What follows belongs to an exercise in optimizing a design on an open flow for small area; a production flow would make more cautious choices.
RTL that was checked went through simulation tests only; none was proved equivalent to the original.
No driver is modelled on the clock port, so clock power and skew are understated where the tree is cut down; a real chip needs a root buffer or a tree.
Power figures rest on the tool's default switching activity, not on a simulated workload.

Design uart_core, start of the top module:
module uart_core
#(
	parameter DATA_BITS=8
	,parameter BAUD_BITS=16
	,parameter ERR_BITS=2
	,parameter UART_ADDR_BITS=8
	,parameter UART_DATA_BITS=32
)
(
	input wire clk  
	,input wire nRst  
	,input wire [UART_ADDR_BITS-1:0] addrIn  
	,input wire [UART_DATA_BITS-1:0] dataIn  
	,output wire [UART_DATA_BITS-1:0] dataOut  
	,input wire wr  
	,input wire valid  
	,output wire ready  
	,output wire irq  
	,output reg uartTxLine  
	,input wire uartRxLine  
);
export LEC_CHECK = 0
export CAP_MARGIN = 0
export CORE_MARGIN = 2
export CORE_UTILIZATION = 60
export GPL_TIMING_DRIVEN = 0
export SLEW_MARGIN = 0
create_clock -name core_clock -period 10.0 [get_ports {clk}]
standard.sh (not shown) runs the stock make flow with config.mk's settings and CLKGATE_MAP_FILE= SYNTH_SCRIPT=/design/flow/synth_recipe.tcl, a recipe that flattens the netlist after the stock synthesis.
==> flow/flow/run.sh <==
#!/bin/bash
# Own layout flow: the standard flow (standard.sh) with these changes:
#  1. after the standard synthesis, the combinational logic is re-mapped by
#     ABC for area (flow/remap.ys); every register keeps its instance, name
#     and cell type from the standard synthesis;
#  2. port buffers are sky130_fd_sc_hd__buf_1 instead of the default choice;
#  3. a small clock tree of its own in place of TritonCTS (flow/cts.tcl):
#     the clock port drives 4 clkbuf_16, each feeding a cluster of flip-flops;
#  4. constant outputs share the synthesis's tie cells (SKIP_REPAIR_TIE_FANOUT).
# Each tool's output goes to a log file in the work folder.
set -euo pipefail
W=$(pwd)
R=$W/orfs/results/$FLOW_PLATFORM/uart_core/base
LIB=$FLOW_HOME/platforms/$FLOW_PLATFORM/lib/sky130_fd_sc_hd__tt_025C_1v80.lib
YOSYS=${YOSYS_EXE:-$(command -v yosys || echo "$FLOW_HOME/../tools/install/yosys/bin/yosys")}
export BUFFER_PORTS_ARGS="-buffer_cell sky130_fd_sc_hd__buf_1"
export SKIP_REPAIR_TIE_FANOUT=1

bash standard.sh synth > "$W/flow_1_synth.log" 2>&1

cp "$R/1_2_yosys.v" "$W/1_2_yosys_standard.v"
MAP="strash;dch,-f;amap;strash;dch,-f;amap;strash;dch,-f;amap;topo"
SCRIPTS=(
  "$MAP"
  "rewrite,-z;refactor,-z;rewrite,-z;$MAP"
  "rewrite,-z;refactor,-z;resub,-z;rewrite,-z;$MAP"
  "rewrite,-z;refactor,-z;resub,-z;rewrite,-z;resub,-z;refactor,-z;rewrite,-z;$MAP"
  "rewrite,-z;refactor,-z;resub,-z;rewrite,-z;resub,-K,8,-N,2,-z;refactor,-z;resub,-K,10,-N,2,-z;rewrite,-z;$MAP"
  "rewrite,-z;refactor,-z;rewrite,-z;rewrite,-z;refactor,-z;rewrite,-z;$MAP"
  "dch,-f;if,-K,4;mfs2,-a;strash;rewrite,-z;refactor,-z;$MAP"
  "rewrite,-z;refactor,-z;resub,-z;rewrite,-z;&get,-n;&deepsyn,-J,300,-S,0;&put;$MAP"
  "rewrite,-z;refactor,-z;resub,-z;rewrite,-z;&get,-n;&deepsyn,-J,300,-S,1;&put;$MAP"
  "rewrite,-z;refactor,-z;resub,-z;rewrite,-z;&get,-n;&deepsyn,-J,300,-S,2;&put;$MAP"
  "rewrite,-z;refactor,-z;resub,-z;rewrite,-z;&get,-n;&deepsyn,-J,300,-S,3;&put;$MAP"
  "&get,-n;&deepsyn,-J,300,-S,0;&put;$MAP"
  "&get,-n;&deepsyn,-J,300,-S,1;&put;$MAP"
)
# each script is checked by ABC's own equivalence check (cec) against its input
best=""; bestArea=""
# the scripts run in parallel, NUM_CORES at a time
for i in "${!SCRIPTS[@]}"; do
  script="+strash;write_blif,$W/remap_in_$i.blif;${SCRIPTS[$i]};cec,$W/remap_in_$i.blif"
  sed -e "s#@LIB@#$LIB#g" -e "s#@IN@#$W/1_2_yosys_standard.v#" -e "s#@OUT@#$W/remap_$i.v#" \
    -e "s#@SCRIPT@#${script//&/\\&}#" "$W/flow/remap.ys" > "$W/remap_$i.ys"
  while (( $(jobs -rp | wc -l) >= ${NUM_CORES:-4} )); do sleep 1; done
  ( "$YOSYS" -s "$W/remap_$i.ys" > "$W/flow_2_remap_$i.log" 2>&1; echo $? > "$W/remap_$i.rc" ) &
done
wait
for i in "${!SCRIPTS[@]}"; do
  if [[ "$(cat "$W/remap_$i.rc")" == 0 ]] && [[ -s "$W/remap_$i.v" ]] \
    && grep -q "Networks are equivalent" "$W/flow_2_remap_$i.log" \
    && ! grep -qi "not equivalent" "$W/flow_2_remap_$i.log"; then
    a=$(python3 "$W/flow/area.py" "$LIB" "$W/remap_$i.v")
    echo "remap script $i: area $a" >> "$W/flow_2_remap.log"
    if [[ -z "$bestArea" ]] || python3 -c "import sys; sys.exit(0 if $a < $bestArea else 1)"; then
      best=$i; bestArea=$a
    fi
  fi
done
echo "kept remap script $best: area $bestArea" >> "$W/flow_2_remap.log"
[[ -n "$best" ]]
cp "$W/remap_$best.v" "$W/1_2_yosys_remap.v"
cp "$W/1_2_yosys_remap.v" "$R/1_2_yosys.v"
touch "$R/1_2_yosys.v"

bash standard.sh place > "$W/flow_3_place.log" 2>&1

MCTS_RESULTS="$R" MCTS_LIB="$LIB" MCTS_NBUF=4 MCTS_BUF=sky130_fd_sc_hd__clkbuf_16 MCTS_CLK=clk \
  openroad -no_init -exit "$W/flow/cts.tcl" > "$W/flow_4_cts.log" 2>&1
cp "$R/4_1_cts.odb" "$R/4_cts.odb"
touch "$R/4_cts.sdc"

bash standard.sh > "$W/flow_5_layout.log" 2>&1
Other scripts of this flow, unchanged in this note and not shown: flow/flow/area.py, flow/flow/cts.tcl, flow/flow/cts_manual.tcl, flow/flow/remap.ys
Then changed:
--- a/flow/design.v
+++ b/flow/design.v
@@ -33,17 +33,18 @@
 	reg [7:0] txData;	 
 	reg txStart;
 	reg enTx;
 	reg enRx;
 	reg testMode;
 	reg cfgParity;
 	reg cfgStop;
 	reg cfgOs;
-	reg [15:1] cfgDiv;
+	reg [15:1] cfgDiv;	 
+	reg cfgSet;
 	reg rstTxIn,rstTxD,rstTx;
 	reg rstRxIn,rstRxD,rstRx;
 	reg [7:0] intMask;
 	reg [3:0] intClr;
 	reg txBusyIntr;
 	reg [7:0] dOut;
 	reg [3:0] intPend;
 	localparam TX_IDLE=4'd14;
@@ -70,30 +71,31 @@
 	always @(posedge clk)
 	begin
 		rstTxD<=rstTxIn;
 		rstRxD<=rstRxIn;
 		txBusyIntr<=txWrite&txBusyAll;
 		intClr<=(wv&a24)? dataIn[3:0]:4'd0;
 		if(wv&a08&~(txBusy|rxBusy))
 		begin
+			cfgDiv<=dataIn[15:1];
 			cfgOs<=dataIn[16];
 			cfgParity<=dataIn[17];
 			cfgStop<=dataIn[18];
 		end
 	end
 	always @(posedge clk,negedge nRst)
 	begin
 		if(~nRst)
 		begin
 			txStart<=0;
 			enTx<=0;
 			enRx<=0;
 			testMode<=0;
-			cfgDiv<=0;
+			cfgSet<=0;
 			rstTxIn<=0;
 			rstTx<=1;
 			rstRxIn<=0;
 			rstRx<=1;
 			intMask<=0;
 			dOut<=0;
 			intPend<=0;
 		end
@@ -102,17 +104,17 @@
 			rstTx<=rstTxIn&~rstTxD;
 			rstRx<=rstRxIn&~rstRxD;
 			if(txWrite&~txBusyAll)
 				txStart<=1;
 			else if(txBusy)
 				txStart<=0;
 			intPend<=(~intClr)&(intPend|(intMask[3:0]&{txBusyIntr,rxErr,rxReady}));
 			if(wv&a08&~(txBusy|rxBusy))
-				cfgDiv<=dataIn[15:1];
+				cfgSet<=1;
 			if(wv&a0C)
 			begin
 				if(dataIn[0])
 					enTx<=1;
 				else if(~txBusy)
 					enTx<=0;
 				if(dataIn[1])
 					enRx<=1;
@@ -148,17 +150,17 @@
 		end
 	end
 	reg [15:0] bCnt;
 	reg bLevel;
 	reg [3:0] bTx;
 	reg bFirst;
 	wire [14:0] half=cfgDiv[15:1];
 	wire [16:0] bInc={1'b0,bCnt}+17'd1;
-	wire bWrap=(half!=15'd0)&(bInc>={2'b0,half});
+	wire bWrap=cfgSet&(half!=15'd0)&(bInc>={2'b0,half});
 	wire tickRx=bWrap&~bLevel;
 	wire tickTx=tickRx&(cfgOs? (bTx==4'b0111):(bTx[2:0]==3'b011));
 	wire bClr=bWrap|bFirst;
 	always @(posedge clk)
 	begin
 		bCnt<=(bInc[15:0]&{16{~bClr}})|{15'd0,bFirst};
 		bLevel<=~bFirst&(bLevel^bWrap);
 	end
Effect:
- The changed run produced a clean layout
- register-to-register slack gets worse by 0.50 ns
- utilization is higher by 1.8 points
- worst setup slack gets worse by 0.50 ns
- cell area is lower by 0.86%
- combinational power is lower by 83%
In every run of this note, the design's own scripts or RTL, not TritonCTS, make the clock network.


the reference run:
The RTL this note starts from:
==> flow/design.v <==
module uart_core
#(
	parameter DATA_BITS=8
	,parameter BAUD_BITS=16
	,parameter ERR_BITS=2
	,parameter UART_ADDR_BITS=8
	,parameter UART_DATA_BITS=32
)
(
	input wire clk  
	,input wire nRst  
	,input wire [UART_ADDR_BITS-1:0] addrIn  
	,input wire [UART_DATA_BITS-1:0] dataIn  
	,output wire [UART_DATA_BITS-1:0] dataOut  
	,input wire wr  
	,input wire valid  
	,output wire ready  
	,output wire irq  
	,output reg uartTxLine  
	,input wire uartRxLine  
);
	wire a00=(addrIn==8'h00);
	wire a04=(addrIn==8'h04);
	wire a08=(addrIn==8'h08);
	wire a0C=(addrIn==8'h0C);
	wire a10=(addrIn==8'h10);
	wire a14=(addrIn==8'h14);
	wire a18=(addrIn==8'h18);
	wire a1C=(addrIn==8'h1C);
	wire a24=(addrIn==8'h24);
	wire aOther=~(a00|a04|a08|a0C|a10|a14|a18|a1C|a24);
	wire wv=valid&wr;
	reg [7:0] txData;	 
	reg txStart;
	reg enTx;
	reg enRx;
	reg testMode;
	reg cfgParity;
	reg cfgStop;
	reg cfgOs;
	reg [15:1] cfgDiv;
	reg rstTxIn,rstTxD,rstTx;
	reg rstRxIn,rstRxD,rstRx;
	reg [7:0] intMask;
	reg [3:0] intClr;
	reg txBusyIntr;
	reg [7:0] dOut;
	reg [3:0] intPend;
	localparam TX_IDLE=4'd14;
	reg [3:0] txc;
	reg txPar;
	wire txBusy=(txc!=TX_IDLE);
	wire txBusyAll=txBusy|txStart;
	localparam RX_IDLE=4'd15;
	reg [3:0] rxc;
	reg [7:0] rxData;
	reg rxPar;
	reg rxR1,rxR2;
	reg rxOsStart;
	reg [1:0] rxErr;
	wire rxBusy=(rxc!=RX_IDLE);
	wire rxReady=rxR1^rxR2;
	assign ready=1'b1;
	assign dataOut={24'd0,dOut};
	assign irq=|intPend;
	wire txWrite=wv&a00&enTx;
	always @(posedge clk)
		if(txWrite&~txBusyAll)
			txData<=dataIn[7:0];
	always @(posedge clk)
	begin
		rstTxD<=rstTxIn;
		rstRxD<=rstRxIn;
		txBusyIntr<=txWrite&txBusyAll;
		intClr<=(wv&a24)? dataIn[3:0]:4'd0;
		if(wv&a08&~(txBusy|rxBusy))
		begin
			cfgOs<=dataIn[16];
			cfgParity<=dataIn[17];
			cfgStop<=dataIn[18];
		end
	end
	always @(posedge clk,negedge nRst)
	begin
		if(~nRst)
		begin
			txStart<=0;
			enTx<=0;
			enRx<=0;
			testMode<=0;
			cfgDiv<=0;
			rstTxIn<=0;
			rstTx<=1;
			rstRxIn<=0;
			rstRx<=1;
			intMask<=0;
			dOut<=0;
			intPend<=0;
		end
		else
		begin
			rstTx<=rstTxIn&~rstTxD;
			rstRx<=rstRxIn&~rstRxD;
			if(txWrite&~txBusyAll)
				txStart<=1;
			else if(txBusy)
				txStart<=0;
			intPend<=(~intClr)&(intPend|(intMask[3:0]&{txBusyIntr,rxErr,rxReady}));
			if(wv&a08&~(txBusy|rxBusy))
				cfgDiv<=dataIn[15:1];
			if(wv&a0C)
			begin
				if(dataIn[0])
					enTx<=1;
				else if(~txBusy)
					enTx<=0;
				if(dataIn[1])
					enRx<=1;
				else if(~rxBusy)
					enRx<=0;
				testMode<=&dataIn[2:0];
			end
			if(wv&a10)
			begin
				rstTxIn<=~dataIn[0];
				rstRxIn<=~dataIn[1];
			end
			if(wv&a1C)
				intMask<=dataIn[7:0];
			if(valid)
			begin
				if(aOther)
					dOut<=8'd0;
				else if(~wr)
				begin
					if(a04&enRx)
						dOut<=rxData&{8{rxR1}};
					else if(a0C)
						dOut<={3'd0,testMode,rstRx,rstTx,enRx,enTx};
					else if(a14)
						dOut<={5'd0,rxReady,rxBusy,txBusyAll};
					else if(a18)
						dOut<={4'd0,intPend};
					else if(a1C)
						dOut<=intMask;
				end
			end
		end
	end
	reg [15:0] bCnt;
	reg bLevel;
	reg [3:0] bTx;
	wire [14:0] half=cfgDiv[15:1];
	wire bWrap=(half!=15'd0)&({1'b0,bCnt}>={2'b0,half}-17'd1);
	wire tickRx=bWrap&~bLevel;
	wire tickTx=tickRx&(cfgOs? (bTx==4'b0111):(bTx[2:0]==3'b011));
	always @(posedge clk,negedge nRst)
	begin
		if(~nRst)
		begin
			bCnt<=0;
			bLevel<=0;
			bTx<=0;
		end
		else
		begin
			if(bWrap)
			begin
				bCnt<=0;
				bLevel<=~bLevel;
			end
			else
				bCnt<=bCnt+16'd1;
			if(tickRx)
				bTx<=bTx+4'd1;
		end
	end
	wire txBit=txData[txc[2:0]];
	always @(posedge clk)
		if(tickTx)
		begin
			if(txc==4'd15)
				txPar<=cfgParity;
			else if(~txc[3])
				txPar<=txPar^txBit;
		end
	always @(posedge clk,negedge nRst)
	begin
		if(~nRst)
		begin
			txc<=TX_IDLE;
			uartTxLine<=1;
		end
		else if(rstTx)
		begin
			txc<=TX_IDLE;
			uartTxLine<=1;
		end
		else if(tickTx)
		begin
			case(txc)
				4'd14: begin
					uartTxLine<=1;
					if(txStart)
						txc<=4'd15;
				end
				4'd15: begin
					uartTxLine<=0;
					txc<=4'd0;
				end
				4'd8: begin
					uartTxLine<=txPar;
					txc<=4'd9;
				end
				4'd9: begin
					uartTxLine<=1;
					txc<=4'd10;
				end
				4'd10: begin
					txc<=cfgStop? 4'd11:TX_IDLE;
				end
				4'd11,4'd12,4'd13: begin
					txc<=TX_IDLE;
				end
				default: begin
					uartTxLine<=txBit;
					txc<=txc+4'd1;
				end
			endcase
		end
	end
	wire rxLine=testMode? uartTxLine:uartRxLine;
	reg [4:0] osCnt;
	reg osOp;		 
	reg osM0,osM1,osM2;
	reg osReady;
	reg osFirst;
	wire osActive=rxOsStart|osReady;
	wire sBit=(osM0&osM1)|(osM1&osM2)|(osM2&osM0);
	wire [4:0] smb=osFirst? (osOp? 5'd15:5'd7):(osOp? 5'd7:5'd3);
	wire osAtM1=(osCnt==smb-5'd1);
	wire osAtMid=(osCnt==smb);
	wire osAtP1=(osCnt==smb+5'd1);
	always @(posedge clk)
		if(tickRx)
			osOp<=cfgOs;
	always @(posedge clk)
		if(tickRx&osActive&osAtMid)
			osM1<=rxLine;
	always @(posedge clk)
	begin
		if(rstRx)
		begin
			osCnt<=0;
			osM0<=0;
			osM2<=0;
			osReady<=0;
			osFirst<=0;
		end
		else if(tickRx&osActive)
		begin
			if(osAtM1)
				osM0<=rxLine;
			if(osAtP1)
				osM2<=rxLine;
			if(osAtMid)
			begin
				osReady<=1;
				osCnt<=0;
				osFirst<=1;
			end
			else
			begin
				osReady<=0;
				osCnt<=osCnt+5'd1;
			end
		end
	end
	always @(posedge clk)
	begin
		if(rstRx)
		begin
			rxOsStart<=0;
			rxErr<=0;
		end
		else if(tickRx)
		begin
			if(rxc==RX_IDLE)
			begin
				if(~rxLine)
				begin
					rxOsStart<=1;
					if(osReady&~sBit)
						rxErr<=0;
				end
			end
			else if(rxc>=4'd10)
			begin
				if(rxPar)
					rxErr<=2'd1;
				else if(osReady&(rxc<(cfgStop? 4'd12:4'd11))&~sBit)
					rxErr<=2'd2;
			end
		end
	end
	always @(posedge clk)
		if(tickRx&osReady&(rxc<4'd8))
			rxData<={sBit,rxData[7:1]};
	always @(posedge clk)
		if(tickRx)
		begin
			if(rxc==RX_IDLE)
				rxPar<=0;
			else if(rxc==4'd9)
				rxPar<=rxPar^cfgParity;
			else if(osReady&(rxc<4'd9))
				rxPar<=rxPar^sBit;
		end
	always @(posedge clk,negedge nRst)
	begin
		if(~nRst)
		begin
			rxc<=RX_IDLE;
			rxR1<=0;
			rxR2<=0;
		end
		else if(rstRx)
		begin
			rxc<=RX_IDLE;
			rxR1<=0;
			rxR2<=0;
		end
		else if(tickRx)
		begin
			rxR2<=rxR1;
			if(rxc==RX_IDLE)
			begin
				if(~rxLine)
				begin
					if(osReady&~sBit)
					begin
						rxc<=4'd0;
						rxR1<=0;
						rxR2<=0;
					end
				end
			end
			else if(rxc<4'd9)
			begin
				if(osReady)
					rxc<=rxc+4'd1;
			end
			else if(rxc==4'd9)
				rxc<=4'd10;
			else
			begin
				if(rxPar)
				begin
					rxc<=RX_IDLE;
				end
				else if(osReady)
				begin
					if(rxc<(cfgStop? 4'd12:4'd11))
					begin
						if(sBit)
							rxc<=rxc+4'd1;
						else
							rxc<=RX_IDLE;
					end
					else
					begin
						rxR1<=1;
						rxc<=RX_IDLE;
					end
				end
			end
		end
	end
endmodule
export LEC_CHECK = 0
export CAP_MARGIN = 20
export CORE_MARGIN = 2
export CORE_UTILIZATION = 40
export SLEW_MARGIN = 20
create_clock -name core_clock -period 10.0 [get_ports {clk}]
run.sh (not shown) runs the stock make flow with config.mk's settings and CLKGATE_MAP_FILE= SYNTH_SCRIPT=/design/flow/synth_recipe.tcl, a recipe that flattens the netlist after the stock synthesis.
Stock flow here: none of the scripts above is used.
### the reference run -> the trial run
--- a/flow/design.v
+++ b/flow/design.v
@@ -148,13 +148,14 @@
 		end
 	end
 	reg [15:0] bCnt;
 	reg bLevel;
 	reg [3:0] bTx;
 	wire [14:0] half=cfgDiv[15:1];
-	wire bWrap=(half!=15'd0)&({1'b0,bCnt}>={2'b0,half}-17'd1);
+	wire [16:0] bInc={1'b0,bCnt}+17'd1;
+	wire bWrap=(half!=15'd0)&(bInc>={2'b0,half});
 	wire tickRx=bWrap&~bLevel;
 	wire tickTx=tickRx&(cfgOs? (bTx==4'b0111):(bTx[2:0]==3'b011));
 	always @(posedge clk,negedge nRst)
 	begin
 		if(~nRst)
 		begin
@@ -167,13 +168,13 @@
 			if(bWrap)
 			begin
 				bCnt<=0;
 				bLevel<=~bLevel;
 			end
 			else
-				bCnt<=bCnt+16'd1;
+				bCnt<=bInc[15:0];
 			if(tickRx)
 				bTx<=bTx+4'd1;
 		end
 	end
 	wire txBit=txData[txc[2:0]];
 	always @(posedge clk)
[summary]
In the trial run relative to the reference run, number of vias per cell after detailed routing had gone down slightly. [the trial run] iteration count of the initial detailed-routing pass fell 1 relative to the reference run. Between the reference run and the trial run, the share of total power in combinational logic does not differ in any meaningful way. Diff the reference run -> the trial run: met2 track utilization from global routing picked up an extra 0.41 points, core utilization grew by 1.0 points. Post-synth design cell area in the trial run vs the reference run: down 480 um2. Re compound-cell area share of the yosys netlist: the reference run and the trial run aren't equal, and the higher value belongs to the trial run. Placer's final routability congestion estimate: the trial run vs the reference run down 4.5%. Looking at startpoint of the worst setup timing path, the cfgDiv[5] result is from the reference run; the addrIn[7] one comes from the trial run. Per the comparison of the trial run with the reference run, design area decreased by 6.0% relative to the old numbers, total power did not really move.
No functional check of the RTL was part of the reference run.

[static timing again, ports no longer ideal]
The flow's constraints put no driver on any port. The routed layouts listed below were extracted and timed again, unchanged, in two steps.
Step 1 sets driving cells, clkbuf_16 on the clock port and buf_2 on the other inputs (assumed; they add their load-dependent delay and slew).
Step 2 moves the port delays by t, midway between the first and last clock arrival at a register: inputs arrive t later, outputs are due t later. That takes back most of the time a late clock gives input paths.
Slacks: no drivers / after step 1 / after step 2; pairs: no drivers / after step 1.
run | t (ns) | setup WS [ns] | worst hold slack (ns) | worst setup path at the end | worst data-port slew with drivers (ns)
the first run of note 1 | 0.250 | 4.865 / 4.865 / 4.865 | 0.351 / 0.351 / 0.351 | register to register | 0.04
the second run of note 1 | 0.246 | 4.364 / 4.364 / 4.364 | 0.350 / 0.350 / 0.350 | register to register | 0.04
the reference run | 0.456 | 5.646 / 5.646 / 5.337 | 0.341 / 0.341 / 0.341 | input to register | 0.04
the trial run | 0.451 | 5.582 / 5.599 / 5.149 | 0.341 / 0.341 / 0.341 | input to register | 0.04
After both steps setup and hold are still met in every run listed. For the trial run, which loses most, drivers alone change the setup slack by +0.017 ns; drivers and shift together by -0.433 ns.
